This design comes from an exercise in tuning for small area on the open sky130 flow, not from production work. The RTL was checked by simulation tests, not by an equivalence proof against the original design. Power figures rest on the tool's default switching activity, not on a simulated workload.

$ cat flow/design.v
`timescale 1ns / 1ps
module top_module1(clk_i, rst, h_sync, v_sync, red_o, green_o, blue_o, x_in, y_in, ps2clk, ps2data, ld1);
input clk_i;
input rst;
input x_in;
input y_in;
output h_sync;
output v_sync;
output [3:0] red_o;
output [3:0] green_o;
output [3:0] blue_o;
input ps2clk;
input ps2data;
output ld1;
function [6:0] xpred;
    input [5:0] d;
    case (d)
        6'd0: xpred = 7'd16;
        6'd1: xpred = 7'd16;
        6'd2: xpred = 7'd16;
        6'd3: xpred = 7'd16;
        6'd4: xpred = 7'd16;
        6'd5: xpred = 7'd16;
        6'd6: xpred = 7'd16;
        6'd7: xpred = 7'd8;
        6'd8: xpred = 7'd8;
        6'd9: xpred = 7'd8;
        6'd10: xpred = 7'd8;
        6'd11: xpred = 7'd8;
        6'd12: xpred = 7'd8;
        6'd13: xpred = 7'd12;
        6'd14: xpred = 7'd12;
        6'd15: xpred = 7'd12;
        6'd16: xpred = 7'd12;
        6'd17: xpred = 7'd12;
        6'd18: xpred = 7'd12;
        6'd19: xpred = 7'd4;
        6'd20: xpred = 7'd4;
        6'd21: xpred = 7'd4;
        6'd22: xpred = 7'd4;
        6'd23: xpred = 7'd4;
        6'd24: xpred = 7'd68;
        6'd25: xpred = 7'd0;
        6'd26: xpred = 7'd0;
        6'd27: xpred = 7'd0;
        6'd28: xpred = 7'd0;
        6'd29: xpred = 7'd0;
        6'd30: xpred = 7'd0;
        6'd31: xpred = 7'd0;
        6'd32: xpred = 7'd0;
        6'd33: xpred = 7'd0;
        6'd34: xpred = 7'd0;
        6'd35: xpred = 7'd0;
        6'd36: xpred = 7'd0;
        6'd37: xpred = 7'd0;
        6'd38: xpred = 7'd0;
        6'd39: xpred = 7'd0;
        6'd40: xpred = 7'd34;
        6'd41: xpred = 7'd2;
        6'd42: xpred = 7'd2;
        6'd43: xpred = 7'd2;
        6'd44: xpred = 7'd2;
        6'd45: xpred = 7'd2;
        6'd46: xpred = 7'd3;
        6'd47: xpred = 7'd3;
        6'd48: xpred = 7'd3;
        6'd49: xpred = 7'd3;
        6'd50: xpred = 7'd3;
        6'd51: xpred = 7'd3;
        6'd52: xpred = 7'd1;
        6'd53: xpred = 7'd1;
        6'd54: xpred = 7'd1;
        6'd55: xpred = 7'd1;
        6'd56: xpred = 7'd1;
        6'd57: xpred = 7'd1;
        6'd58: xpred = 7'd16;
        6'd59: xpred = 7'd16;
        6'd60: xpred = 7'd16;
        6'd61: xpred = 7'd16;
        6'd62: xpred = 7'd16;
        6'd63: xpred = 7'd16;
    endcase
endfunction
function [6:0] ypred;
    input [6:0] d;
    case (d)
        7'd0: ypred = 7'd16;
        7'd1: ypred = 7'd16;
        7'd2: ypred = 7'd16;
        7'd3: ypred = 7'd16;
        7'd4: ypred = 7'd16;
        7'd5: ypred = 7'd16;
        7'd6: ypred = 7'd16;
        7'd7: ypred = 7'd16;
        7'd8: ypred = 7'd16;
        7'd9: ypred = 7'd4;
        7'd10: ypred = 7'd4;
        7'd11: ypred = 7'd4;
        7'd12: ypred = 7'd4;
        7'd13: ypred = 7'd4;
        7'd14: ypred = 7'd4;
        7'd15: ypred = 7'd4;
        7'd16: ypred = 7'd4;
        7'd17: ypred = 7'd12;
        7'd18: ypred = 7'd12;
        7'd19: ypred = 7'd12;
        7'd20: ypred = 7'd12;
        7'd21: ypred = 7'd12;
        7'd22: ypred = 7'd12;
        7'd23: ypred = 7'd12;
        7'd24: ypred = 7'd12;
        7'd25: ypred = 7'd8;
        7'd26: ypred = 7'd8;
        7'd27: ypred = 7'd8;
        7'd28: ypred = 7'd8;
        7'd29: ypred = 7'd8;
        7'd30: ypred = 7'd8;
        7'd31: ypred = 7'd8;
        7'd32: ypred = 7'd72;
        7'd33: ypred = 7'd0;
        7'd34: ypred = 7'd0;
        7'd35: ypred = 7'd0;
        7'd36: ypred = 7'd0;
        7'd37: ypred = 7'd0;
        7'd38: ypred = 7'd0;
        7'd39: ypred = 7'd0;
        7'd40: ypred = 7'd0;
        7'd41: ypred = 7'd0;
        7'd42: ypred = 7'd0;
        7'd43: ypred = 7'd0;
        7'd44: ypred = 7'd0;
        7'd45: ypred = 7'd0;
        7'd46: ypred = 7'd0;
        7'd47: ypred = 7'd0;
        7'd48: ypred = 7'd0;
        7'd49: ypred = 7'd0;
        7'd50: ypred = 7'd0;
        7'd51: ypred = 7'd0;
        7'd52: ypred = 7'd0;
        7'd53: ypred = 7'd0;
        7'd54: ypred = 7'd0;
        7'd55: ypred = 7'd0;
        7'd56: ypred = 7'd0;
        7'd57: ypred = 7'd0;
        7'd58: ypred = 7'd0;
        7'd59: ypred = 7'd0;
        7'd60: ypred = 7'd0;
        7'd61: ypred = 7'd0;
        7'd62: ypred = 7'd0;
        7'd63: ypred = 7'd0;
        7'd64: ypred = 7'd0;
        7'd65: ypred = 7'd0;
        7'd66: ypred = 7'd0;
        7'd67: ypred = 7'd0;
        7'd68: ypred = 7'd0;
        7'd69: ypred = 7'd0;
        7'd70: ypred = 7'd0;
        7'd71: ypred = 7'd0;
        7'd72: ypred = 7'd0;
        7'd73: ypred = 7'd0;
        7'd74: ypred = 7'd0;
        7'd75: ypred = 7'd0;
        7'd76: ypred = 7'd0;
        7'd77: ypred = 7'd0;
        7'd78: ypred = 7'd0;
        7'd79: ypred = 7'd0;
        7'd80: ypred = 7'd0;
        7'd81: ypred = 7'd0;
        7'd82: ypred = 7'd0;
        7'd83: ypred = 7'd0;
        7'd84: ypred = 7'd0;
        7'd85: ypred = 7'd0;
        7'd86: ypred = 7'd0;
        7'd87: ypred = 7'd0;
        7'd88: ypred = 7'd0;
        7'd89: ypred = 7'd0;
        7'd90: ypred = 7'd0;
        7'd91: ypred = 7'd0;
        7'd92: ypred = 7'd0;
        7'd93: ypred = 7'd0;
        7'd94: ypred = 7'd0;
        7'd95: ypred = 7'd0;
        7'd96: ypred = 7'd33;
        7'd97: ypred = 7'd1;
        7'd98: ypred = 7'd1;
        7'd99: ypred = 7'd1;
        7'd100: ypred = 7'd1;
        7'd101: ypred = 7'd1;
        7'd102: ypred = 7'd1;
        7'd103: ypred = 7'd1;
        7'd104: ypred = 7'd3;
        7'd105: ypred = 7'd3;
        7'd106: ypred = 7'd3;
        7'd107: ypred = 7'd3;
        7'd108: ypred = 7'd3;
        7'd109: ypred = 7'd3;
        7'd110: ypred = 7'd3;
        7'd111: ypred = 7'd3;
        7'd112: ypred = 7'd2;
        7'd113: ypred = 7'd2;
        7'd114: ypred = 7'd2;
        7'd115: ypred = 7'd2;
        7'd116: ypred = 7'd2;
        7'd117: ypred = 7'd2;
        7'd118: ypred = 7'd2;
        7'd119: ypred = 7'd2;
        7'd120: ypred = 7'd16;
        7'd121: ypred = 7'd16;
        7'd122: ypred = 7'd16;
        7'd123: ypred = 7'd16;
        7'd124: ypred = 7'd16;
        7'd125: ypred = 7'd16;
        7'd126: ypred = 7'd16;
        7'd127: ypred = 7'd16;
    endcase
endfunction
function [4:0] pad_w;
    input [5:0] d;
    case (d)
        6'd0: pad_w = 5'd15;
        6'd1: pad_w = 5'd15;
        6'd2: pad_w = 5'd15;
        6'd3: pad_w = 5'd15;
        6'd4: pad_w = 5'd15;
        6'd5: pad_w = 5'd15;
        6'd6: pad_w = 5'd15;
        6'd7: pad_w = 5'd15;
        6'd8: pad_w = 5'd14;
        6'd9: pad_w = 5'd14;
        6'd10: pad_w = 5'd13;
        6'd11: pad_w = 5'd13;
        6'd12: pad_w = 5'd13;
        6'd13: pad_w = 5'd12;
        6'd14: pad_w = 5'd11;
        6'd15: pad_w = 5'd10;
        6'd16: pad_w = 5'd10;
        6'd17: pad_w = 5'd8;
        6'd18: pad_w = 5'd7;
        6'd19: pad_w = 5'd5;
        6'd20: pad_w = 5'd0;
        6'd21: pad_w = 5'd0;
        6'd22: pad_w = 5'd0;
        6'd23: pad_w = 5'd0;
        6'd24: pad_w = 5'd0;
        6'd25: pad_w = 5'd0;
        6'd26: pad_w = 5'd0;
        6'd27: pad_w = 5'd0;
        6'd28: pad_w = 5'd0;
        6'd29: pad_w = 5'd0;
        6'd30: pad_w = 5'd0;
        6'd31: pad_w = 5'd0;
        6'd32: pad_w = 5'd0;
        6'd33: pad_w = 5'd0;
        6'd34: pad_w = 5'd0;
        6'd35: pad_w = 5'd0;
        6'd36: pad_w = 5'd0;
        6'd37: pad_w = 5'd0;
        6'd38: pad_w = 5'd0;
        6'd39: pad_w = 5'd0;
        6'd40: pad_w = 5'd0;
        6'd41: pad_w = 5'd0;
        6'd42: pad_w = 5'd0;
        6'd43: pad_w = 5'd0;
        6'd44: pad_w = 5'd0;
        6'd45: pad_w = 5'd5;
        6'd46: pad_w = 5'd7;
        6'd47: pad_w = 5'd8;
        6'd48: pad_w = 5'd10;
        6'd49: pad_w = 5'd10;
        6'd50: pad_w = 5'd11;
        6'd51: pad_w = 5'd12;
        6'd52: pad_w = 5'd13;
        6'd53: pad_w = 5'd13;
        6'd54: pad_w = 5'd13;
        6'd55: pad_w = 5'd14;
        6'd56: pad_w = 5'd14;
        6'd57: pad_w = 5'd15;
        6'd58: pad_w = 5'd15;
        6'd59: pad_w = 5'd15;
        6'd60: pad_w = 5'd15;
        6'd61: pad_w = 5'd15;
        6'd62: pad_w = 5'd15;
        6'd63: pad_w = 5'd15;
    endcase
endfunction
function [3:0] puck_w;
    input [4:0] d;
    case (d)
        5'd0: puck_w = 4'd9;
        5'd1: puck_w = 4'd9;
        5'd2: puck_w = 4'd9;
        5'd3: puck_w = 4'd9;
        5'd4: puck_w = 4'd9;
        5'd5: puck_w = 4'd9;
        5'd6: puck_w = 4'd8;
        5'd7: puck_w = 4'd8;
        5'd8: puck_w = 4'd7;
        5'd9: puck_w = 4'd6;
        5'd10: puck_w = 4'd5;
        5'd11: puck_w = 4'd4;
        5'd12: puck_w = 4'd0;
        5'd13: puck_w = 4'd0;
        5'd14: puck_w = 4'd0;
        5'd15: puck_w = 4'd0;
        5'd16: puck_w = 4'd0;
        5'd17: puck_w = 4'd0;
        5'd18: puck_w = 4'd0;
        5'd19: puck_w = 4'd0;
        5'd20: puck_w = 4'd0;
        5'd21: puck_w = 4'd4;
        5'd22: puck_w = 4'd5;
        5'd23: puck_w = 4'd6;
        5'd24: puck_w = 4'd7;
        5'd25: puck_w = 4'd8;
        5'd26: puck_w = 4'd8;
        5'd27: puck_w = 4'd9;
        5'd28: puck_w = 4'd9;
        5'd29: puck_w = 4'd9;
        5'd30: puck_w = 4'd9;
        5'd31: puck_w = 4'd9;
    endcase
endfunction
function [4:0] arc_w;
    input [5:0] d;
    case (d)
        6'd0: arc_w = 5'd18;
        6'd1: arc_w = 5'd18;
        6'd2: arc_w = 5'd18;
        6'd3: arc_w = 5'd18;
        6'd4: arc_w = 5'd18;
        6'd5: arc_w = 5'd18;
        6'd6: arc_w = 5'd18;
        6'd7: arc_w = 5'd18;
        6'd8: arc_w = 5'd17;
        6'd9: arc_w = 5'd17;
        6'd10: arc_w = 5'd17;
        6'd11: arc_w = 5'd16;
        6'd12: arc_w = 5'd16;
        6'd13: arc_w = 5'd16;
        6'd14: arc_w = 5'd15;
        6'd15: arc_w = 5'd15;
        6'd16: arc_w = 5'd14;
        6'd17: arc_w = 5'd13;
        6'd18: arc_w = 5'd12;
        6'd19: arc_w = 5'd11;
        6'd20: arc_w = 5'd10;
        6'd21: arc_w = 5'd9;
        6'd22: arc_w = 5'd8;
        6'd23: arc_w = 5'd6;
        6'd24: arc_w = 5'd0;
        6'd25: arc_w = 5'd0;
        6'd26: arc_w = 5'd0;
        6'd27: arc_w = 5'd0;
        6'd28: arc_w = 5'd0;
        6'd29: arc_w = 5'd0;
        6'd30: arc_w = 5'd0;
        6'd31: arc_w = 5'd0;
        6'd32: arc_w = 5'd0;
        6'd33: arc_w = 5'd0;
        6'd34: arc_w = 5'd0;
        6'd35: arc_w = 5'd0;
        6'd36: arc_w = 5'd0;
        6'd37: arc_w = 5'd0;
        6'd38: arc_w = 5'd0;
        6'd39: arc_w = 5'd0;
        6'd40: arc_w = 5'd0;
        6'd41: arc_w = 5'd6;
        6'd42: arc_w = 5'd8;
        6'd43: arc_w = 5'd9;
        6'd44: arc_w = 5'd10;
        6'd45: arc_w = 5'd11;
        6'd46: arc_w = 5'd12;
        6'd47: arc_w = 5'd13;
        6'd48: arc_w = 5'd14;
        6'd49: arc_w = 5'd15;
        6'd50: arc_w = 5'd15;
        6'd51: arc_w = 5'd16;
        6'd52: arc_w = 5'd16;
        6'd53: arc_w = 5'd16;
        6'd54: arc_w = 5'd17;
        6'd55: arc_w = 5'd17;
        6'd56: arc_w = 5'd17;
        6'd57: arc_w = 5'd18;
        6'd58: arc_w = 5'd18;
        6'd59: arc_w = 5'd18;
        6'd60: arc_w = 5'd18;
        6'd61: arc_w = 5'd18;
        6'd62: arc_w = 5'd18;
        6'd63: arc_w = 5'd18;
    endcase
endfunction
function [11:0] rsub;
    input [11:0] a;
    input [11:0] b;
    reg br;
    integer k;
    begin
        br = 1'b0;
        for (k = 0; k < 12; k = k + 1) begin
            rsub[k] = a[k] ^ b[k] ^ br;
            br = (~a[k] & b[k]) | (~(a[k] ^ b[k]) & br);
        end
    end
endfunction
function ult;
    input [11:0] a;
    input [11:0] b;
    reg br;
    integer k;
    begin
        br = 1'b0;
        for (k = 0; k < 12; k = k + 1)
            br = (~a[k] & b[k]) | (~(a[k] ^ b[k]) & br);
        ult = br;
    end
endfunction
function [11:0] radd;
    input [11:0] a;
    input [11:0] b;
    reg c;
    integer k;
    begin
        c = 1'b0;
        for (k = 0; k < 12; k = k + 1) begin
            radd[k] = a[k] ^ b[k] ^ c;
            c = (a[k] & b[k]) | ((a[k] ^ b[k]) & c);
        end
    end
endfunction
reg [2:0] ph;
wire ce = (ph[1:0] == 2'b01);
wire gtick = (ph == 3'd1);
reg [9:0] hc;    
reg [9:0] vc;    
reg trig;
wire h_end = hc[9] & hc[8] & hc[5];         
wire v_end = vc[9] & vc[3] & vc[2];         
always @(posedge clk_i)
    if (rst) ph <= 3'd0;
    else ph <= ph + 3'd1;
always @(posedge clk_i)
    if (rst || (ce && h_end)) hc <= 10'd0;
    else hc <= hc + {9'd0, ce};
always @(posedge clk_i)
    if (rst) trig <= 1'b0;
    else if (ce) trig <= h_end;
wire vinc = ce & trig;
always @(posedge clk_i)
    if (rst || (vinc && v_end)) vc <= 10'd0;
    else vc <= vc + {9'd0, vinc};
assign h_sync = ult(hc, 656) || !ult(hc, 752);
assign v_sync = ult(vc, 490) || !ult(vc, 492);
reg read;
reg [11:0] count_reading;
reg prev_clk;
reg scan_err;
reg [10:0] scan_code;
reg trig_arr;
reg [3:0] kcount;
reg [3:0] code_id;
reg [3:0] key_id;
function [3:0] key_of;
    input [7:0] c;
    case (c)
        8'h75: key_of = 4'b0100;
        8'h72: key_of = 4'b0101;
        8'h6B: key_of = 4'b0110;
        8'h74: key_of = 4'b0111;
        8'h1D: key_of = 4'b1000;
        8'h1B: key_of = 4'b1001;
        8'h1C: key_of = 4'b1010;
        8'h23: key_of = 4'b1011;
        8'h5A: key_of = 4'b1100;
        8'h29: key_of = 4'b1101;
        default: key_of = 4'b0000;
    endcase
endfunction
always @(posedge clk_i)
    if (ce && !read) count_reading <= 12'd0;
    else count_reading <= count_reading + {11'd0, ce};
always @(posedge clk_i)
    if (ce && ps2clk != prev_clk && !ps2clk) scan_code <= {ps2data, scan_code[10:1]};
always @(posedge clk_i)
    if (ce) begin
        if (ps2clk != prev_clk) begin
            if (!ps2clk) scan_err <= 1'b0;
        end else if (kcount == 4'd11)
            scan_err <= !scan_code[10] || scan_code[0] || !(^scan_code[9:1]);
    end
wire ps_edge = ps2clk != prev_clk;
wire ps_fall = ce & ps_edge & !ps2clk;
wire ps_chk = ce & !ps_edge & (kcount == 4'd11);
wire ps_tmo = ce & !ps_edge & ult(kcount, 11) && !ult(count_reading, 4000);
always @(posedge clk_i)
    if (rst || ps_chk || ps_tmo) kcount <= 4'd0;
    else kcount <= kcount + {3'd0, ps_fall};
always @(posedge clk_i)
    if (rst) begin
        read <= 1'b0;
        trig_arr <= 1'b0;
        prev_clk <= 1'b1;
    end else if (ce) begin
        if (ps_edge) begin
            if (!ps2clk) read <= 1'b1;
        end else if (kcount == 4'd11) begin
            read <= 1'b0;
            trig_arr <= 1'b1;
        end else begin
            trig_arr <= 1'b0;
            if (ps_tmo) read <= 1'b0;
        end
        prev_clk <= ps2clk;
    end
always @(posedge clk_i)
    if (rst) begin
        code_id <= 4'd0;
        key_id <= 4'd0;
    end else if (ce) begin
        code_id <= (trig_arr && !scan_err) ? key_of(scan_code[8:1]) : 4'd0;
        key_id <= code_id;
    end
wire k_dn_pad = (key_id[3:2] == 2'b01);
wire k_up_pad = (key_id[3:2] == 2'b10);
wire k_up    = (key_id == 4'b0100);
wire enter   = (key_id == 4'b1100);
wire space   = (key_id == 4'b1101);
assign ld1 = k_up;
reg [2:0] score_1;
reg [2:0] score_2;
reg [23:0] cm;
reg w1, v1, x_mov, y_mov;
reg [10:0] pc_x;
reg [10:0] pc_y;
reg [8:0] upc_x;     
reg [7:0] upc_y;     
reg [8:0] dpc_x;     
reg [7:0] dpy;       
reg start, game_on, pause, p1, p2;
reg seg_v;           
reg [2:0] seg_s1;    
reg [2:0] seg_s2;
wire [8:0] dpc_y = {1'b1, dpy};
wire xy = x_in & y_in;
wire [9:0] px = hc;
wire [9:0] py = vc;
wire pc_lo_x = (pc_x[10:9] == 2'b00);
wire pc_lo_y = (pc_y[10:9] == 2'b00);
wire [11:0] cux = rsub({3'b0, pc_x[8:0]}, {3'b0, upc_x});
wire [11:0] cuy = rsub({3'b0, pc_y[8:0]}, {4'b0, upc_y});
wire [11:0] cdx = rsub({3'b0, pc_x[8:0]}, {3'b0, dpc_x});
wire [11:0] cdy = rsub({3'b0, pc_y[8:0]}, {3'b0, dpc_y});
wire cux_n = pc_lo_x && ((cux[9:5] == 5'h00) || (cux[9:5] == 5'h1f));
wire cuy_n = pc_lo_y && ((cuy[9:6] == 4'h0) || (cuy[9:6] == 4'hf));
wire cdx_n = pc_lo_x && ((cdx[9:5] == 5'h00) || (cdx[9:5] == 5'h1f));
wire cdy_n = pc_lo_y && ((cdy[9:6] == 4'h0) || (cdy[9:6] == 4'hf));
function [7:0] coll;
    input near;
    input [5:0] dx;
    input [6:0] dy;
    reg [6:0] xp, yp;
    begin
        xp = near ? xpred(dx) : 7'd0;
        yp = ypred(dy);
        coll[0] = (xp[0] & yp[0]) | (xp[1] & yp[1]);
        coll[1] = (xp[2] & yp[2]) | (xp[3] & yp[3]);
        coll[2] = (xp[2] & yp[1]) | (xp[3] & yp[0]);
        coll[3] = (xp[0] & yp[3]) | (xp[1] & yp[2]);
        coll[4] = xp[4] & yp[5];
        coll[5] = xp[4] & yp[6];
        coll[6] = yp[4] & xp[5];
        coll[7] = yp[4] & xp[6];
    end
endfunction
wire [7:0] cu = coll(cux_n & cuy_n, cux[5:0], cuy[6:0]);
wire [7:0] cd = coll(cdx_n & cdy_n, cdx[5:0], cdy[6:0]);
function in_row;
    input [5:0] r;
    input [5:0] dy;      
    reg [5:0] m;
    begin
        m = dy[5] ? ~dy : dy;    
        in_row = dy[5] ? ult(m + 6'd1, r) : ult(m, r);
    end
endfunction
wire [10:0] pk_x = xy ? pc_x : 11'd320;
wire [10:0] pk_y = xy ? pc_y : 11'd240;
wire [8:0] ux = xy ? upc_x : 9'd320;
wire [7:0] uy = xy ? upc_y : 8'd100;
wire [8:0] dx_ = xy ? dpc_x : 9'd320;
wire [7:0] dyl = xy ? dpy : 8'd124;
wire [11:0] ppx = rsub({2'b0, px}, {2'b0, pk_x[9:0]});
wire [11:0] ppy = rsub({2'b0, py}, {2'b0, pk_y[9:0]});
wire ppx_near = !pk_x[10] && ((ppx[10:4] == 7'h00) || (ppx[10:4] == 7'h7f)) && !ult(pk_x, 9);
wire ppy_near = !pk_y[10] && ((ppy[10:4] == 7'h00) || (ppy[10:4] == 7'h7f)) && !ult(pk_y, 12);
wire [4:0] ppx_a = ppx[4] ? 5'd0 - ppx[4:0] : ppx[4:0];
wire puck_on = ppx_near && ppy_near && ult(ppx_a, puck_w(ppy[4:0]));
wire [11:0] upx = rsub({3'b0, px[8:0]}, {3'b0, ux});
wire [11:0] upy = rsub({4'b0, py[7:0]}, {4'b0, uy});
wire upx_near = !px[9] && ((upx[9:4] == 6'h00) || (upx[9:4] == 6'h3f));
wire upy_near = (py[9:8] == 2'b00) && ((upy[8:5] == 4'h0) || (upy[8:5] == 4'hf));
wire [4:0] upx_a = upx[4] ? 5'd0 - upx[4:0] : upx[4:0];
wire up_on = upx_near && upy_near && ult(upx_a, pad_w(upy[5:0]));
wire [11:0] dpx = rsub({3'b0, px[8:0]}, {3'b0, dx_});
wire [11:0] dpy_d = rsub({3'b0, py[8:0]}, {3'b001, dyl});
wire dpx_near = !px[9] && ((dpx[9:4] == 6'h00) || (dpx[9:4] == 6'h3f));
wire dpy_near = !py[9] && ((dpy_d[9:5] == 5'h00) || (dpy_d[9:5] == 5'h1f));
wire [4:0] dpx_a = dpx[4] ? 5'd0 - dpx[4:0] : dpx[4:0];
wire dn_on = dpx_near && dpy_near && ult(dpx_a, pad_w(dpy_d[5:0]));
wire [11:0] px320 = {2'b0, px} - 12'd320;
wire arc_rb = !ult(py, 407) && ult(py, 454);
wire arc_rt = !ult(py, 27) && ult(py, 74);
wire [5:0] arc_dy = arc_rb ? py[5:0] - 6'd46 : py[5:0] - 6'd50;
wire [4:0] arc_ax = px[5] ? 5'd0 - px[4:0] : px[4:0];     
wire arc_on = (arc_rb | arc_rt) && !ult(px, 303) && ult(px, 338) && ult(arc_ax, arc_w(arc_dy));
wire side = ult(px, 161) || !ult(px, 480) || ult(py, 21) || !ult(py, 460);
wire sg = start & game_on;
wire s7 = (score_1 == 3'd7) || (score_2 == 3'd7);
wire step = sg & gtick & ~space & ~pause & ((|cm[23:5]) | (&cm[4:0]));
wire move = step & x_mov & y_mov;
wire gx = ult(pc_x, 342) && (!ult(pc_x, 299) || ult(pc_x, 9));
wire goal_b = move && (pc_y == 11'd448) && gx;
wire goal_t = move && (pc_y == 11'd32) && gx && !goal_b;
wire init_puck = !xy && !side && puck_on;
wire init_up = !xy && up_on;
wire init_dn = !xy && dn_on;
wire cg = sg & gtick;    
wire [7:0] ccu = cg ? cu : 8'd0;
wire [7:0] ccd = cg ? cd : 8'd0;
wire cxd = ccd[7] | ccd[6] | ccd[3] | ccd[2] | ccd[1] | ccd[0];
wire cxu = ccu[7] | ccu[6] | ccu[3] | ccu[2] | ccu[1] | ccu[0];
wire cx = cxd | cxu;
wire cx_pos = cxd ? (ccd[7] | (~ccd[6] & ~ccd[3] & (ccd[2] | ccd[1])))
                  : (ccu[7] | (~ccu[6] & ~ccu[3] & (ccu[2] | ccu[1])));
wire cyd = |ccd[5:0];
wire cyu = |ccu[5:0];
wire cy = cyd | cyu;
wire cy_pos = cyd ? (ccd[5] | (~ccd[4] & ~ccd[3] & ~ccd[2] & ccd[1]))
                  : (ccu[5] | (~ccu[4] & ~ccu[3] & ~ccu[2] & ccu[1]));
wire wall_l = !ult(pc_x, 9) && ult(pc_x, 169);
wire wall_r = ult(471, pc_x);
wire wall_t = !ult(pc_y, 12) && ult(pc_y, 32);
wire wall_b = ult(448, pc_y);
wire w_m = (move & wall_l) ? 1'b0 : (move & wall_r) ? 1'b1 : w1;
wire v_m = (move & wall_t) ? 1'b1 : (move & wall_b) ? 1'b0 : v1;
reg nw1, nv1;
always @* begin
    nw1 = w_m;
    if (ccu[0]) nw1 = 1'b1;
    if (ccu[1]) nw1 = 1'b0;
    if (ccu[2]) nw1 = 1'b0;
    if (ccu[3]) nw1 = 1'b1;
    if (ccu[6]) nw1 = ~w1;
    if (ccu[7]) nw1 = ~w1;
    if (ccd[0]) nw1 = 1'b1;
    if (ccd[1]) nw1 = 1'b0;
    if (ccd[2]) nw1 = 1'b0;
    if (ccd[3]) nw1 = 1'b1;
    if (ccd[6]) nw1 = ~w1;
    if (ccd[7]) nw1 = ~w1;
    nv1 = v_m;
    if (ccu[0]) nv1 = 1'b0;
    if (ccu[1]) nv1 = 1'b1;
    if (ccu[2]) nv1 = 1'b0;
    if (ccu[3]) nv1 = 1'b1;
    if (ccu[4]) nv1 = ~v1;
    if (ccu[5]) nv1 = ~v1;
    if (ccd[0]) nv1 = 1'b0;
    if (ccd[1]) nv1 = 1'b1;
    if (ccd[2]) nv1 = 1'b0;
    if (ccd[3]) nv1 = 1'b1;
    if (ccd[4]) nv1 = ~v1;
    if (ccd[5]) nv1 = ~v1;
end
wire idle = ~x_mov & ~y_mov;
wire goal = goal_b | goal_t;
wire nxm = ~goal & (x_mov | (idle & ((|ccu[3:0]) | (|ccd[3:0]) | ccd[6] | ccd[7])));
wire nym = ~goal & (y_mov | (idle & ((|ccu[3:0]) | (|ccd[3:0]) | ccd[4] | ccd[5])));
wire xc = init_puck | (~cx & ((enter & ~game_on) | goal | (cg & s7 & ~move)));
wire yc = init_puck | (~cy & (goal | (cg & s7 & ~move)));
wire [10:0] ycv = init_puck ? 11'd240 : goal_b ? 11'd280 : goal_t ? 11'd200 : 11'd240;
wire [2:0] xd = cx ? (cx_pos ? 3'b010 : 3'b110) : move ? (w1 ? 3'b111 : 3'b001) : 3'b000;
wire [2:0] yd = cy ? (cy_pos ? 3'b010 : 3'b110) : move ? (v1 ? 3'b001 : 3'b111) : 3'b000;
wire [11:0] pc_x_sum = radd({1'b0, pc_x}, {{9{xd[2]}}, xd});
wire [10:0] pc_x_add = pc_x_sum[10:0];
wire [11:0] pc_y_sum = radd({1'b0, pc_y}, {{9{yd[2]}}, yd});
wire [10:0] pc_y_add = pc_y_sum[10:0];
wire pad_rst = (enter & ~game_on) | goal_b | goal_t;
wire mv = sg & (key_id[3:2] != 2'b00) & (key_id[3:2] != 2'b11);
wire kdir = key_id[0];           
wire khor = key_id[1];
wire [8:0] pad_sel = k_up_pad ? (khor ? upc_x : {1'b0, upc_y}) : (khor ? dpc_x : {1'b0, dpy});
wire [11:0] pad_sum = radd({3'b0, pad_sel}, {{11{~kdir}}, 1'b1});
wire [8:0] pad_nxt = pad_sum[8:0];
wire upc_x_mv = mv & k_up_pad & khor & (kdir ? ult(upc_x, 465) : ult(175, upc_x));
wire upc_y_mv = mv & k_up_pad & ~khor & (kdir ? ult(upc_y, 220) : ult(40, upc_y));
wire dpc_x_mv = mv & k_dn_pad & khor & (kdir ? ult(dpc_x, 465) : ult(175, dpc_x));
wire dpy_mv = mv & k_dn_pad & ~khor & (kdir ? ult(dpy, 184) : ult(4, dpy));
always @(posedge clk_i)
    if (rst) begin
        p1 <= 1'b0;
        p2 <= 1'b0;
        game_on <= 1'b0;
        pause <= 1'b0;
        w1 <= 1'b0;
        v1 <= 1'b0;
        pc_x <= 11'd320;
        pc_y <= 11'd240;
        upc_x <= 9'd320;
        upc_y <= 8'd100;
        dpc_x <= 9'd320;
        dpy <= 8'd124;
        start <= 1'b0;
        x_mov <= 1'b0;
        y_mov <= 1'b0;
        seg_v <= 1'b0;
    end else begin
        if (enter && ~start) start <= 1'b1;
        if (enter && ~game_on) begin
            start <= 1'b0;
            game_on <= 1'b1;
        end
        if (cg) begin
            if (s7) begin
                game_on <= 1'b0;
                if (score_1 == 3'd7) p1 <= 1'b1;
                else p2 <= 1'b1;
            end
            if (space) pause <= ~pause;
            seg_v <= 1'b1;
        end
        w1 <= nw1;
        v1 <= nv1;
        x_mov <= nxm;
        y_mov <= nym;
        pc_x <= xc ? 11'd320 : pc_x_add;
        pc_y <= yc ? ycv : pc_y_add;
        if (pad_rst || init_up) begin
            upc_x <= 9'd320;
            upc_y <= 8'd100;
        end else begin
            if (upc_x_mv) upc_x <= pad_nxt;
            if (upc_y_mv) upc_y <= pad_nxt[7:0];
        end
        if (pad_rst || init_dn) begin
            dpc_x <= 9'd320;
            dpy <= 8'd124;
        end else begin
            if (dpc_x_mv) dpc_x <= pad_nxt;
            if (dpy_mv) dpy <= pad_nxt[7:0];
        end
    end
always @(posedge clk_i)
    if (rst || step) cm <= 24'd0;
    else cm <= cm + {23'd0, cg};
wire score_clr = rst || (enter && ~game_on) || (!xy && !side);
always @(posedge clk_i)
    if (score_clr) begin
        score_1 <= 3'd0;
        score_2 <= 3'd0;
    end else begin
        score_1 <= score_1 + {2'd0, goal_t};
        score_2 <= score_2 + {2'd0, goal_b};
    end
function [6:0] segs;
    input [2:0] s;
    case (s)
        3'd0: segs = 7'b1110111;
        3'd1: segs = 7'b0100100;
        3'd2: segs = 7'b1011101;
        3'd3: segs = 7'b1101101;
        3'd4: segs = 7'b0101110;
        3'd5: segs = 7'b1101011;
        3'd6: segs = 7'b1111011;
        default: segs = 7'b0100101;
    endcase
endfunction
always @(posedge clk_i)
    if (cg) begin
        seg_s1 <= score_1;
        seg_s2 <= score_2;
    end
wire [6:0] sa = seg_v ? segs(seg_s1) : 7'd0;
wire [6:0] sb = seg_v ? segs(seg_s2) : 7'd0;
function in_box;
    input [9:0] v;
    input [9:0] lo;
    input [9:0] hi;
    in_box = !ult(v, lo) && !ult(hi, v);
endfunction
wire seg_r = !ult(px, 480);
wire [4:0] seg_xh = px[9:5] - 5'd15;
wire [9:0] seg_x = seg_r ? {seg_xh, px[4:0]} : px;
wire [6:0] seg_d = seg_r ? sb : sa;
wire sx1 = in_box(seg_x, 25, 45);
wire sx2 = in_box(seg_x, 50, 110);
wire sx3 = in_box(seg_x, 115, 135);
wire sy1 = in_box(py, 120, 140);
wire sy2 = in_box(py, 145, 225);
wire sy3 = in_box(py, 230, 250);
wire sy4 = in_box(py, 255, 335);
wire sy5 = in_box(py, 340, 360);
wire seg_hit = (sx2 & (sy1 | sy3 | sy5)) | ((sx1 | sx3) & (sy2 | sy4));
wire seg_lit = (sx2 & sy1 & seg_d[0]) | (sx2 & sy3 & seg_d[3]) | (sx2 & sy5 & seg_d[6]) |
               (sx1 & sy2 & seg_d[1]) | (sx1 & sy4 & seg_d[4]) | (sx3 & sy2 & seg_d[2]) | (sx3 & sy4 & seg_d[5]);
reg txt;
always @* begin
    txt = 1'b0;
    if (~start) begin
        if (in_box(px, 281, 291) && in_box(py, 226, 227)) txt = 1'b1;
        if (in_box(px, 279, 280) && in_box(py, 228, 238)) txt = 1'b1;
        if (in_box(px, 281, 291) && in_box(py, 239, 240)) txt = 1'b1;
        if (in_box(px, 292, 293) && in_box(py, 241, 251)) txt = 1'b1;
        if (in_box(px, 281, 291) && in_box(py, 252, 253)) txt = 1'b1;
        if (in_box(px, 293, 307) && in_box(py, 226, 227)) txt = 1'b1;
        if (in_box(px, 300, 301) && in_box(py, 226, 253)) txt = 1'b1;
        if (in_box(px, 312, 322) && in_box(py, 226, 227)) txt = 1'b1;
        if (in_box(px, 310, 311) && in_box(py, 228, 238)) txt = 1'b1;
        if (in_box(px, 310, 311) && in_box(py, 241, 251)) txt = 1'b1;
        if (in_box(px, 312, 322) && in_box(py, 239, 240)) txt = 1'b1;
        if (in_box(px, 323, 324) && in_box(py, 228, 238)) txt = 1'b1;
        if (in_box(px, 323, 324) && in_box(py, 241, 251)) txt = 1'b1;
        if (in_box(px, 329, 339) && in_box(py, 226, 227)) txt = 1'b1;
        if (in_box(px, 327, 328) && in_box(py, 228, 238)) txt = 1'b1;
        if (in_box(px, 327, 328) && in_box(py, 241, 251)) txt = 1'b1;
        if (in_box(px, 329, 339) && in_box(py, 239, 240)) txt = 1'b1;
        if (in_box(px, 340, 341) && in_box(py, 228, 238)) txt = 1'b1;
        if (in_box(px, 337, 338) && in_box(py, 241, 251)) txt = 1'b1;
        if (in_box(px, 344, 358) && in_box(py, 226, 227)) txt = 1'b1;
        if (in_box(px, 351, 352) && in_box(py, 226, 253)) txt = 1'b1;
    end else if (pause) begin
        if (in_box(px, 281, 291) && in_box(py, 226, 227)) txt = 1'b1;
        if (in_box(px, 279, 280) && in_box(py, 228, 238)) txt = 1'b1;
        if (in_box(px, 281, 291) && in_box(py, 239, 240)) txt = 1'b1;
        if (in_box(px, 279, 280) && in_box(py, 241, 251)) txt = 1'b1;
        if (in_box(px, 292, 293) && in_box(py, 228, 238)) txt = 1'b1;
        if (in_box(px, 298, 308) && in_box(py, 226, 227)) txt = 1'b1;
        if (in_box(px, 296, 297) && in_box(py, 228, 238)) txt = 1'b1;
        if (in_box(px, 298, 308) && in_box(py, 239, 240)) txt = 1'b1;
        if (in_box(px, 296, 297) && in_box(py, 241, 251)) txt = 1'b1;
        if (in_box(px, 309, 310) && in_box(py, 228, 238)) txt = 1'b1;
        if (in_box(px, 309, 310) && in_box(py, 241, 251)) txt = 1'b1;
        if (in_box(px, 315, 325) && in_box(py, 252, 253)) txt = 1'b1;
        if (in_box(px, 313, 314) && in_box(py, 228, 238)) txt = 1'b1;
        if (in_box(px, 313, 314) && in_box(py, 241, 251)) txt = 1'b1;
        if (in_box(px, 326, 327) && in_box(py, 228, 238)) txt = 1'b1;
        if (in_box(px, 326, 327) && in_box(py, 241, 251)) txt = 1'b1;
        if (in_box(px, 332, 342) && in_box(py, 226, 227)) txt = 1'b1;
        if (in_box(px, 330, 331) && in_box(py, 228, 238)) txt = 1'b1;
        if (in_box(px, 332, 342) && in_box(py, 239, 240)) txt = 1'b1;
        if (in_box(px, 332, 342) && in_box(py, 252, 253)) txt = 1'b1;
        if (in_box(px, 343, 344) && in_box(py, 241, 251)) txt = 1'b1;
        if (in_box(px, 349, 359) && in_box(py, 226, 227)) txt = 1'b1;
        if (in_box(px, 347, 348) && in_box(py, 228, 238)) txt = 1'b1;
        if (in_box(px, 349, 359) && in_box(py, 239, 240)) txt = 1'b1;
        if (in_box(px, 349, 359) && in_box(py, 252, 253)) txt = 1'b1;
        if (in_box(px, 347, 348) && in_box(py, 241, 251)) txt = 1'b1;
    end else if (~game_on) begin
        if (in_box(px, 281, 291) && in_box(py, 226, 227)) txt = 1'b1;
        if (in_box(px, 279, 280) && in_box(py, 228, 238)) txt = 1'b1;
        if (in_box(px, 281, 291) && in_box(py, 239, 240)) txt = 1'b1;
        if (in_box(px, 279, 280) && in_box(py, 241, 251)) txt = 1'b1;
        if (in_box(px, 292, 293) && in_box(py, 228, 238)) txt = 1'b1;
        if (p1) begin
            if (in_box(px, 298, 308) && in_box(py, 226, 227)) txt = 1'b1;
            if (in_box(px, 309, 310) && in_box(py, 228, 238)) txt = 1'b1;
            if (in_box(px, 298, 308) && in_box(py, 239, 240)) txt = 1'b1;
            if (in_box(px, 298, 308) && in_box(py, 252, 253)) txt = 1'b1;
            if (in_box(px, 296, 297) && in_box(py, 241, 251)) txt = 1'b1;
        end else if (p2) begin
            if (in_box(px, 309, 310) && in_box(py, 228, 238)) txt = 1'b1;
            if (in_box(px, 309, 310) && in_box(py, 241, 251)) txt = 1'b1;
        end
        if (in_box(px, 315, 325) && in_box(py, 252, 253)) txt = 1'b1;
        if (in_box(px, 313, 314) && in_box(py, 228, 238)) txt = 1'b1;
        if (in_box(px, 313, 314) && in_box(py, 241, 251)) txt = 1'b1;
        if (in_box(px, 326, 327) && in_box(py, 228, 238)) txt = 1'b1;
        if (in_box(px, 326, 327) && in_box(py, 241, 251)) txt = 1'b1;
        if (in_box(px, 328, 338) && in_box(py, 252, 253)) txt = 1'b1;
        if (in_box(px, 339, 340) && in_box(py, 228, 238)) txt = 1'b1;
        if (in_box(px, 339, 340) && in_box(py, 241, 251)) txt = 1'b1;
        if (in_box(px, 345, 355) && in_box(py, 226, 227)) txt = 1'b1;
        if (in_box(px, 345, 355) && in_box(py, 252, 253)) txt = 1'b1;
        if (in_box(px, 343, 344) && in_box(py, 228, 238)) txt = 1'b1;
        if (in_box(px, 343, 344) && in_box(py, 241, 251)) txt = 1'b1;
        if (in_box(px, 356, 357) && in_box(py, 228, 238)) txt = 1'b1;
        if (in_box(px, 356, 357) && in_box(py, 241, 251)) txt = 1'b1;
        if (in_box(px, 362, 372) && in_box(py, 226, 227)) txt = 1'b1;
        if (in_box(px, 360, 361) && in_box(py, 228, 238)) txt = 1'b1;
        if (in_box(px, 360, 361) && in_box(py, 241, 251)) txt = 1'b1;
        if (in_box(px, 373, 374) && in_box(py, 228, 238)) txt = 1'b1;
        if (in_box(px, 373, 374) && in_box(py, 241, 251)) txt = 1'b1;
    end
end
wire banner = ~(start & ~pause & game_on);
wire gray = banner && ult(223, py) && ult(py, 257);
reg r_f, r_n, g_f, g_n, b_f, b_n;
reg nr_f, nr_n, ng_f, ng_n, nb_f, nb_n;
always @* begin
    if (side) begin
        nr_f = seg_hit & seg_lit;
        nr_n = seg_hit;
        ng_f = 1'b0; ng_n = 1'b0;
        nb_f = 1'b0; nb_n = 1'b0;
    end else begin
        nr_f = 1'b0; ng_f = 1'b0; nb_f = 1'b1;
        if (ult(290, px) && ult(px, 350) && (ult(py, 50) || ult(430, py))) begin
            nr_f = 1'b1; ng_f = 1'b1; nb_f = 1'b1;
        end
        if ((py == 10'd239) || (py == 10'd240)) begin
            nr_f = 1'b0; ng_f = 1'b0; nb_f = 1'b0;
        end
        if (arc_on) begin
            nr_f = 1'b1; ng_f = 1'b1; nb_f = 1'b1;
        end
        if (puck_on) begin
            nr_f = 1'b1; ng_f = 1'b0; nb_f = 1'b0;
        end
        if (up_on || dn_on) begin
            nr_f = 1'b1; ng_f = 1'b1; nb_f = 1'b0;
        end
        nr_n = nr_f; ng_n = ng_f; nb_n = nb_f;
        if (gray) begin
            nr_f = 1'b0; ng_f = 1'b0; nb_f = 1'b0;
            nr_n = 1'b1; ng_n = 1'b1; nb_n = 1'b1;
        end
        if (txt) begin
            nr_f = 1'b1; ng_f = 1'b0; nb_f = 1'b0;
            nr_n = 1'b1; ng_n = 1'b0; nb_n = 1'b0;
        end
    end
end
always @(posedge clk_i)
    if (rst) begin
        r_f <= 1'b0; r_n <= 1'b0;
        g_f <= 1'b0; g_n <= 1'b0;
        b_f <= 1'b0; b_n <= 1'b0;
    end else begin
        r_f <= nr_f; r_n <= nr_n;
        g_f <= ng_f; g_n <= ng_n;
        b_f <= nb_f; b_n <= nb_n;
    end
assign red_o = {r_f, r_f, r_n, r_f};
assign green_o = {g_f, g_f, g_n, g_f};
assign blue_o = {b_f, b_f, b_n, b_f};
endmodule
$ cat flow/constraint.sdc
create_clock -name core_clock -period 20.0 [get_ports {clk_i}]
set_input_delay 4.0000 -clock core_clock [delete_from_list [all_inputs] [get_ports {clk_i}]]
set_output_delay 4.0000 -clock core_clock [all_outputs]
set_load 0.01 [all_outputs]
$ cat flow/config.mk
export PLATFORM = sky130hd
export DESIGN_NAME = top_module1
export DESIGN_NICKNAME = top_module1
export VERILOG_FILES = /design/flow/design.v
export SDC_FILE = /design/flow/constraint.sdc
export NUM_CORES = 4
export LEC_CHECK = 0
export CAP_MARGIN = 20
export CORE_MARGIN = 2
export CORE_UTILIZATION = 65
export SLEW_MARGIN = 20
$ cat flow/standard.sh
#!/bin/bash
# synth_recipe.tcl (not shown) runs the flow's synth.tcl, then flattens the netlist and writes it again
# the make line also repeats each setting of config.mk as NAME=value (left out here)
make -C /OpenROAD-flow-scripts/flow DESIGN_CONFIG=/design/flow/config.mk WORK_HOME=/design/flow/orfs CLKGATE_MAP_FILE= SYNTH_SCRIPT=/design/flow/synth_recipe.tcl "${@:-finish}"
$ cat flow/flow/run.sh
#!/bin/bash
# Own layout flow: the standard flow (standard.sh) unchanged, except that
# the synthesis maps the combinational logic with an area-oriented ABC script
# (flow/area.abc) instead of ORFS's delay-oriented one, and the port buffers
# are the smallest buffer cell. Registers, their names and cells are those of
# the standard synthesis (ABC maps only the logic between them).
set -euo pipefail
W=$(pwd)
export OWN_ABC_SCRIPT="$W/flow/area.abc"
# The standard flow's synthesis script, with every abc call given the script above
{
  echo 'proc abc {args} {'
  echo '  set i [lsearch -exact $args -script]'
  echo '  if {$i >= 0} { lset args [expr {$i + 1}] $::env(OWN_ABC_SCRIPT) }'
  echo '  yosys abc {*}$args'
  echo '}'
  cat "$W/synth_recipe.tcl"
} > "$W/own_synth.tcl"
sed -E -e "s#SYNTH_SCRIPT=[^ ]*synth_recipe\.tcl'?#SYNTH_SCRIPT=$W/own_synth.tcl#" \
  -e "s#CLKGATE_MAP_FILE= #CLKGATE_MAP_FILE= 'BUFFER_PORTS_ARGS=-buffer_cell sky130_fd_sc_hd__buf_1' 'CTS_ARGS=-sink_clustering_enable -repair_clock_nets -dont_use_dummy_load -root_buf sky130_fd_sc_hd__clkbuf_16 -buf_list sky130_fd_sc_hd__clkbuf_8' #" \
  "$W/standard.sh" > "$W/own_standard.sh"
grep -q "SYNTH_SCRIPT=$W/own_synth.tcl" "$W/own_standard.sh"
grep -q "BUFFER_PORTS_ARGS" "$W/own_standard.sh"
bash "$W/own_standard.sh" > "$W/own_flow.log" 2>&1
cp "$W"/orfs/logs/*/top_module1/base/1_2_yosys.log "$W/yosys.log" 2>/dev/null || true
$ cat flow/flow/area.abc
strash
balance -l
resub -K 6 -l
rewrite -l
resub -K 6 -N 2 -l
refactor -l
resub -K 8 -l
balance -l
resub -K 8 -N 2 -l
rewrite -l
resub -K 10 -l
rewrite -z -l
resub -K 10 -N 2 -l
balance -l
resub -K 12 -l
refactor -z -l
resub -K 12 -N 2 -l
rewrite -z -l
balance -l
&get -n
&deepsyn -T 60
&put
balance -l
resub -K 6 -l
rewrite -l
resub -K 6 -N 2 -l
refactor -l
resub -K 8 -l
balance -l
resub -K 8 -N 2 -l
rewrite -l
resub -K 10 -l
rewrite -z -l
resub -K 10 -N 2 -l
balance -l
resub -K 12 -l
refactor -z -l
resub -K 12 -N 2 -l
rewrite -z -l
balance -l
dch -f
amap
topo
==> results of run 1 <==
flip-flops by register name, summed over array words and instances, names as in the netlist, 4 cells and up:
| name | count |
|---|---|
| scan_code | 11 |
| key_id | 4 |
| pc_x | 11 |
| vc | 10 |
| kcount | 4 |
| dpc_x | 9 |
| upc_y | 8 |
| dpy | 8 |
| upc_x | 9 |
| count_reading | 12 |
| hc | 10 |
| pc_y | 11 |
| code_id | 4 |
| cm | 24 |
cells by family after synthesis:
group | synth area share
and+or+nand+nor | 0.227
AOI/OAI and AO/OA | 0.188
buffers and inverters | 0.0795
adders and majority gates | 0.241
DFF | 0.265
xor gates and xnor gates | 0.000644
through the flow:
step	hold WS (ns)	cell area, sq um	power (W)	std cells
2_1_floorplan	0.415	13600	0.000381	1733
3_3_place_gp	0.434	14000	0.000390	2018
3_5_place_dp	0.442	14000	0.000391	2018
4_1_cts	0.466	14200	0.000582	2035
5_1_grt	0.483	14200	0.000600	2035
6_report	0.464	14200	0.000581	2035
how the worst min path moves through the flow:
| stage | slack, ns | to | cells after the start | start |
|---|---|---|---|---|
| floorplan | 0.41 | seg_v$_SDFFE_PP0P_ | 2 | seg_v$_SDFFE_PP0P_ |
| global placement | 0.43 | ph[0]$_SDFF_PP0_ | 1 | ph[0]$_SDFF_PP0_ |
| detailed placement | 0.44 | scan_code[9]$_DFFE_PP_ | 0 | scan_code[10]$_DFFE_PP_ |
| CTS | 0.47 | ph[0]$_SDFF_PP0_ | 1 | ph[0]$_SDFF_PP0_ |
| global route | 0.48 | scan_code[9]$_DFFE_PP_ | 0 | scan_code[10]$_DFFE_PP_ |
| finish | 0.46 | ph[0]$_SDFF_PP0_ | 1 | ph[0]$_SDFF_PP0_ |
area by class of cell:
type | instances | area share
Inverter | 264 | 0.0697
Sequential cell | 171 | 0.253
Timing Repair Buffer | 27 | 0.00897
Multi-Input combinational cell | 1286 | 0.627
Tap cell | 270 | 0.0238
Clock buffer | 17 | 0.0172
metal layers:
layer  GRT usage  part of all wire  vias to the layer above
met3      0.0764             0.093                      123
met2       0.557              0.44                      566
li1            -                 -                     6116
met1       0.485              0.42                     6024
met5           0                 0                        -
met4       0.143             0.043                        0
worst max-delay path: cells and delay by family, from the launching register on:
kind | cells | cell delay [ns]
buffers and inverters | 3 | 0.64
and+or+nand+nor | 11 | 2.45
AOI/OAI and AO/OA | 5 | 0.76
DFF | 1 | 0.33
adders and majority gates | 17 | 6.45
power by group:
group	internal (W)	switching, W	leakage, nW
sequential	0.000350	0.00000300	1.39
combinational	0.00000971	0.0000211	3.37
clock	0.0000807	0.000116	0.127
cells in the final DEF (no fill, tap or decap), drive strengths merged, types with 34 or more instances in the layout:
master | Yosys | final
nor2 | 297 | 297
clkinv | 264 | 264
nand2 | 165 | 165
dfxtp | 153 | 153
fa | 104 | 104
ha | 95 | 95
a21oi | 80 | 80
o21ai | 79 | 79
o22ai | 63 | 63
nor3 | 63 | 63
nand3 | 40 | 40
a211oi | 34 | 34
==> implementation parameters, run 1 <==
Parameter                              Value

Status
  Status ... no timing/DRC/antenna violations

Place
  Placed wire-length estimate after detailed placement ... 30,500 um
  RD Place Congestion ... 0.973
  Number of buffers added on ports ... 20
  Worst Setup Slack post-DPL ... 9.26 ns

Yosys
  Number of distinct library cells after synthesis ... 57
  EDFF count, synth ... 18
  Most frequent cells after synthesis ... 297 x sky130_fd_sc_hd__nor2_1, 264 x sky130_fd_sc_hd__clkinv_1, 165 x sky130_fd_sc_hd__nand2_1, 153 x sky130_fd_sc_hd__dfxtp_1, 104 x sky130_fd_sc_hd__fa_1
  Flops & latches, synth ... 171
  Most frequent cell after synthesis ... sky130_fd_sc_hd__nor2_1
  Cell taking the most area after synthesis ... sky130_fd_sc_hd__dfxtp_1
  Fraction of post-synthesis cell area in the top cell type by area ... 0.225
  Most used DFF post-synth ... sky130_fd_sc_hd__dfxtp_1
  Dominant cells by area after synthesis ... sky130_fd_sc_hd__dfxtp_1 23%, sky130_fd_sc_hd__fa_1 15%, sky130_fd_sc_hd__ha_1 8.7%
  Number of standard cells after synthesis ... 1,733
  Mean instance size in the synthesized netlist ... 7.85 sq um
  Share of flip-flops with an asynchronous set or reset ... 0
  Synth Cell Area ... 0.0136 sq mm
  Nets in the synthesized netlist ... 1,938
  Fraction of the yosys area taken by sequential cells ... 0.265
  Total of warnings raised by yosys ... 1

Die
  Chip width ... 149 um
  Full die area ... 0.0221 sq mm
  Core Box Area ... 0.0204 sq mm
  Die H ... 149 um
  Number of standard-cell rows in the floorplan ... 52
  Initial core utilization ... 0.668
  Number of primary I/O pins ... 21

Power and ir drop
  Pwr Density ... 40.8 mW/mm^2
  VDD IR-drop max ... 0.0603 mV
  Total leakage power ... 4.89 nW

CTS
  Root buf cell ... sky130_fd_sc_hd__clkbuf_16
  Hold-fix buffer count after cts ... 0
  Clock buffer count from CTS ... 17
  Clock network latency to the later pin of the worst-skew pair ... 0.41 ns
  Setup Fix Bufs, Post-CTS ... 0
  TritonCTS sink count ... 171
  Clock-pin slew on the worst setup and hold paths ... 0.09 ns
  TritonCTS clock tree ... built
  H-tree Lvls ... 4
  Maximum number of buffers from clock root to sink ... 2
  Number of gates given a new drive strength after cts ... 0

Setup path
  Largest stage delay, worst path ... 0.56 ns
  Required time at the worst-slack endpoint ... 20.28 ns
  Worst setup path startpoint ... pc_x[0]$_SDFF_PP0_
  Reg-to-reg endpoint ... pc_y[10]$_SDFF_PP0_
  Reg2Reg Launch Point ... pc_x[0]$_SDFF_PP0_
  Worst setup SP type ... register
  Worst endpoint data arrival time ... 11.02 ns
  Library cell contributing the largest single delay on the critical path ... sky130_fd_sc_hd__fa_1
  Critical path class ... register to register
  Count of cells along the worst register-to-register path ... 36
  Worst Setup End Kind ... register
  Register-to-Register Setup Slack ... 9.26 ns
  Peak fanout along the critical path ... 8
  End point of the critical path ... pc_y[10]$_SDFF_PP0_
  Most Frequent Cell on Critical Path ... sky130_fd_sc_hd__fa_1

Global route
  Via count of the first global-routing pass ... 12,300
  Total gr overflow ... 0
  Pin count of the biggest net entering global routing ... 42
  Initial antenna violation count ... 0
  Global-route wire length before repair ... 61,800 um
  GRT Util Overall ... 0.356

STA
  Final worst path period share ... 0.537
  Final setup TNS ... 0 ns
  Max frequency ... 93.1 MHz
  Final-report max-slew violation count ... 0
  Number of hold violations in the final report ... 0
  Transition time at the pin with the least slew margin ... 0.895 ns
  Final setup fails ... 0
  Min cycle time layout ... 10.74 ns
  Unrepaired setup endpoints after global routing ... false
  Worst Clk Skew ... 0.0542 ns
  Final worst setup slack ... 9.26 ns
  Slew HR ... 0.399

Route
  Vias ... 12,800
  Via density per instance ... 6.30
  Residual DRC count ... 0
  Final routed wirelength across all metal layers ... 38,400 um
  First drt pass iteration count ... 6
  Count of antenna-violating nets left after detailed routing ... 0
  Number of DRC markers in iteration 0 ... 1,323
  Average wire per standard cell ... 18.9 um

Cells and area
  Area of the multi-input gates ... 0.00892 sq mm
  Layout Utilization ... 0.698
  Fraction of layout cells with a size suffix above 1 ... 0.0142
  Number of fillers in the final layout ... 1,741
  Inserted Diodes ... 0
  Layout area overhead ... 4.60%
  Nets ... 1,972
  Sequential standard cell area ... 0.00360 sq mm

Min path
  Hold crit path type ... register to register

Flow run
  Max-capacitance violation count ... 0
==> run 2, diff against run 1 <==
--- a/flow/flow/run.sh
+++ b/flow/flow/run.sh
@@ -17,7 +17,7 @@
   cat "$W/synth_recipe.tcl"
 } > "$W/own_synth.tcl"
 sed -E -e "s#SYNTH_SCRIPT=[^ ]*synth_recipe\.tcl'?#SYNTH_SCRIPT=$W/own_synth.tcl#" \
-  -e "s#CLKGATE_MAP_FILE= #CLKGATE_MAP_FILE= 'BUFFER_PORTS_ARGS=-buffer_cell sky130_fd_sc_hd__buf_1' 'CTS_ARGS=-sink_clustering_enable -repair_clock_nets -dont_use_dummy_load -root_buf sky130_fd_sc_hd__clkbuf_16 -buf_list sky130_fd_sc_hd__clkbuf_8' #" \
+  -e "s#CLKGATE_MAP_FILE= #CLKGATE_MAP_FILE= 'BUFFER_PORTS_ARGS=-buffer_cell sky130_fd_sc_hd__buf_1' 'CTS_ARGS=-sink_clustering_enable -repair_clock_nets -dont_use_dummy_load -root_buf sky130_fd_sc_hd__clkbuf_16 -buf_list sky130_fd_sc_hd__clkbuf_8 -sink_buffer_max_cap_derate 0.5' #" \
   "$W/standard.sh" > "$W/own_standard.sh"
 grep -q "SYNTH_SCRIPT=$W/own_synth.tcl" "$W/own_standard.sh"
 grep -q "BUFFER_PORTS_ARGS" "$W/own_standard.sh"
==> implementation parameters, run 2 <==
Parameter                              Value

Setup path
  Required time at the worst-slack endpoint ... 20.28 ns
  Reg2Reg Launch Point ... pc_x[0]$_SDFF_PP0_
  Worst path top cell family by delay ... adder cells
  Buffers plus inverters on the worst setup path ... 3
  Register-to-Register Setup Slack ... 9.26 ns
  Largest stage delay, worst path ... 0.56 ns
  Worst Setup End Kind ... register
  Count of cells along the worst register-to-register path ... 36
  Reg-to-reg endpoint ... pc_y[10]$_SDFF_PP0_
  Most Frequent Cell on Critical Path ... sky130_fd_sc_hd__fa_1
  Worst setup SP type ... register
  Peak fanout along the critical path ... 8
  Critical path class ... register to register
  Library cell contributing the largest single delay on the critical path ... sky130_fd_sc_hd__fa_1
  Worst endpoint data arrival time ... 11.02 ns

Cells and area
  Nets ... 1,972
  Area of the multi-input gates ... 0.00892 sq mm
  Most common cell after layout, fill and taps aside ... sky130_fd_sc_hd__nor2_1
  Number of fillers in the final layout ... 1,741
  Commonest non-fill, non-tap cells in the layout ... 297 x sky130_fd_sc_hd__nor2_1, 264 x sky130_fd_sc_hd__clkinv_1, 165 x sky130_fd_sc_hd__nand2_1
  Inserted Diodes ... 0
  Layout area overhead ... 4.60%
  Sequential standard cell area ... 0.00360 sq mm
  Fraction of layout cells with a size suffix above 1 ... 0.0142
  Top flop regs ... cm (24), count_reading (12)
  Number of flip-flops under the largest register name ... 24
  Biggest register ... cm

CTS
  H-tree Lvls ... 4
  TritonCTS clock tree ... built
  Root buf cell ... sky130_fd_sc_hd__clkbuf_16
  Maximum number of buffers from clock root to sink ... 2
  Setup Fix Bufs, Post-CTS ... 0
  Hold-fix buffer count after cts ... 0
  TritonCTS sink count ... 171
  Clock buffer count from CTS ... 17
  Clock-pin slew on the worst setup and hold paths ... 0.09 ns
  Number of gates given a new drive strength after cts ... 0
  Clock network latency to the later pin of the worst-skew pair ... 0.41 ns

Power and ir drop
  Total leakage power ... 4.89 nW
  VDD IR-drop max ... 0.0603 mV
  Pwr Density ... 40.8 mW/mm^2

Global route
  Via count of the first global-routing pass ... 12,300
  Global-route wire length before repair ... 61,800 um
  Pin count of the biggest net entering global routing ... 42
  Initial antenna violation count ... 0
  GRT Util Overall ... 0.356
  Total gr overflow ... 0

Status
  Status ... no timing/DRC/antenna violations

Min path
  Hold crit path type ... register to register
  Number of cells traversed by the worst hold path ... 1
  Hold Path Sink ... ph[0]$_SDFF_PP0_
  Min-Delay Startpoint ... ph[0]$_SDFF_PP0_

Yosys
  Most frequent cell after synthesis ... sky130_fd_sc_hd__nor2_1
  Dominant cells by area after synthesis ... sky130_fd_sc_hd__dfxtp_1 23%, sky130_fd_sc_hd__fa_1 15%, sky130_fd_sc_hd__ha_1 8.7%
  Fraction of post-synthesis cell area in the top cell type by area ... 0.225
  Flops & latches, synth ... 171
  Mean instance size in the synthesized netlist ... 7.85 sq um
  Most frequent cells after synthesis ... 297 x sky130_fd_sc_hd__nor2_1, 264 x sky130_fd_sc_hd__clkinv_1, 165 x sky130_fd_sc_hd__nand2_1, 153 x sky130_fd_sc_hd__dfxtp_1, 104 x sky130_fd_sc_hd__fa_1
  Synth Cell Area ... 0.0136 sq mm
  Most used DFF post-synth ... sky130_fd_sc_hd__dfxtp_1
  Number of distinct library cells after synthesis ... 57
  Fraction of the yosys area taken by sequential cells ... 0.265
  Nets in the synthesized netlist ... 1,938
  Total of warnings raised by yosys ... 1
  Cell taking the most area after synthesis ... sky130_fd_sc_hd__dfxtp_1
  EDFF count, synth ... 18
  Number of standard cells after synthesis ... 1,733
  Share of flip-flops with an asynchronous set or reset ... 0

Route
  Final routed wirelength across all metal layers ... 38,400 um
  Vias ... 12,800
  Via density per instance ... 6.30
  Average wire per standard cell ... 18.9 um
  Number of DRC markers in iteration 0 ... 1,323
  Count of antenna-violating nets left after detailed routing ... 0
  Residual DRC count ... 0
  First drt pass iteration count ... 6

Place
  RD Place Congestion ... 0.973
  Placed wire-length estimate after detailed placement ... 30,500 um
  Worst Setup Slack post-DPL ... 9.26 ns
  Number of buffers added on ports ... 20

Die
  Die H ... 149 um
  Chip width ... 149 um
  Initial core utilization ... 0.668
  Core Box Area ... 0.0204 sq mm
  Number of primary I/O pins ... 21
  Full die area ... 0.0221 sq mm
  Number of standard-cell rows in the floorplan ... 52

STA
  Max frequency ... 93.1 MHz
  Unrepaired setup endpoints after global routing ... false
  Final setup TNS ... 0 ns
  Transition time at the pin with the least slew margin ... 0.895 ns
  Worst Clk Skew ... 0.0542 ns
  Final-report max-slew violation count ... 0
  Final setup fails ... 0
  Final worst setup slack ... 9.26 ns
  Worst hold margin ... 0.464 ns
  Number of hold violations in the final report ... 0
  Min cycle time layout ... 10.74 ns
  Slew HR ... 0.399
  Final worst path period share ... 0.537

Flow run
  Max-capacitance violation count ... 0
-- run 2: cell counts after synthesis --
No cell type changed its count.
-- run 2: cell type report --
cell class              instances  area share
clock buffers                  17      0.0172
flip-flops and latches        171       0.253
repair buffers                 27     0.00897
multi-input cells            1286       0.627
inverters                     264      0.0697
well taps                     270      0.0238
-- run 2: kinds of logic after synthesis --
family,count (synthesis),synth area share
AND/OR/NAND/NOR,691,0.227
AO/OA/AOI/OAI,395,0.188
buffers and inverters,276,0.0795
adder cells (fa/ha/maj),199,0.241
flip-flops,171,0.265
XOR/XNOR,1,0.000644
-- run 2: per-stage QoR --
step	util	total power [W]	cell area [sq um]	instances
floorplan	-	0.000381	13600	1733
global placement	0.686	0.000390	14000	2018
detailed placement	0.686	0.000391	14000	2018
CTS	0.698	0.000582	14200	2035
global route	0.698	0.000600	14200	2035
finish	0.698	0.000581	14200	2035
-- run 2: power by group --
| part | total, W | switching (W) | internal, W |
|---|---|---|---|
| registers | 0.000353 | 0.00000300 | 0.000350 |
| logic | 0.0000308 | 0.0000211 | 0.00000971 |
| clock network | 0.000197 | 0.000116 | 0.0000807 |
-- run 2: worst max-delay path by stage --
| stage | startpoint | endpoint | depth (start not counted) |
|---|---|---|---|
| floorplan | pc_x[0]$_SDFF_PP0_ | pc_y[10]$_SDFF_PP0_ | 36 |
| global placement | pc_x[0]$_SDFF_PP0_ | pc_y[10]$_SDFF_PP0_ | 36 |
| detailed placement | pc_x[0]$_SDFF_PP0_ | pc_y[10]$_SDFF_PP0_ | 36 |
| CTS | pc_x[0]$_SDFF_PP0_ | pc_y[10]$_SDFF_PP0_ | 36 |
| global route | pc_x[0]$_SDFF_PP0_ | pc_y[10]$_SDFF_PP0_ | 36 |
| finish | pc_x[0]$_SDFF_PP0_ | pc_y[10]$_SDFF_PP0_ | 36 |
-- run 2: metal layers --
metal  vias up  wire length, um  track usage
met3       123             3570       0.0764
met4         0             1650        0.143
met5         -                0            0
met1      6024            16100        0.485
met2       566            17000        0.557
li1       6116                -            -

==> afterwards: timing with drivers on the ports <==
In the flow no input, the clock included, has a driving cell. The finished layouts below were timed again as built, in two steps.
Step 1 (the two cells are an assumption about what drives the block):
set clk [get_ports {clk_i}]
set_driving_cell -lib_cell sky130_fd_sc_hd__clkbuf_16 $clk
set_driving_cell -lib_cell sky130_fd_sc_hd__buf_2 [delete_from_list [all_inputs] $clk]
Step 2 adds t to the input delays and takes it off the output delays; t is the mean of the earliest and latest rising clock arrival at the registers after step 1. Input paths then give back, and output paths get back, about the clock's delay inside the block.
a / b / c = ideal ports / drivers / drivers and shift; a / b = the first two.
run	shift t [ns]	setup WS [ns]	clock arrival spread, ns	worst data-port slew with drivers (ns)	cell pins on the clock port's net
run 1	0.435	9.256 / 9.256 / 9.256	0.054 / 0.054	0.03	1
run 2	0.435	9.256 / 9.256 / 9.256	0.054 / 0.054	0.03	1
After both steps setup and hold are still met in every run listed.
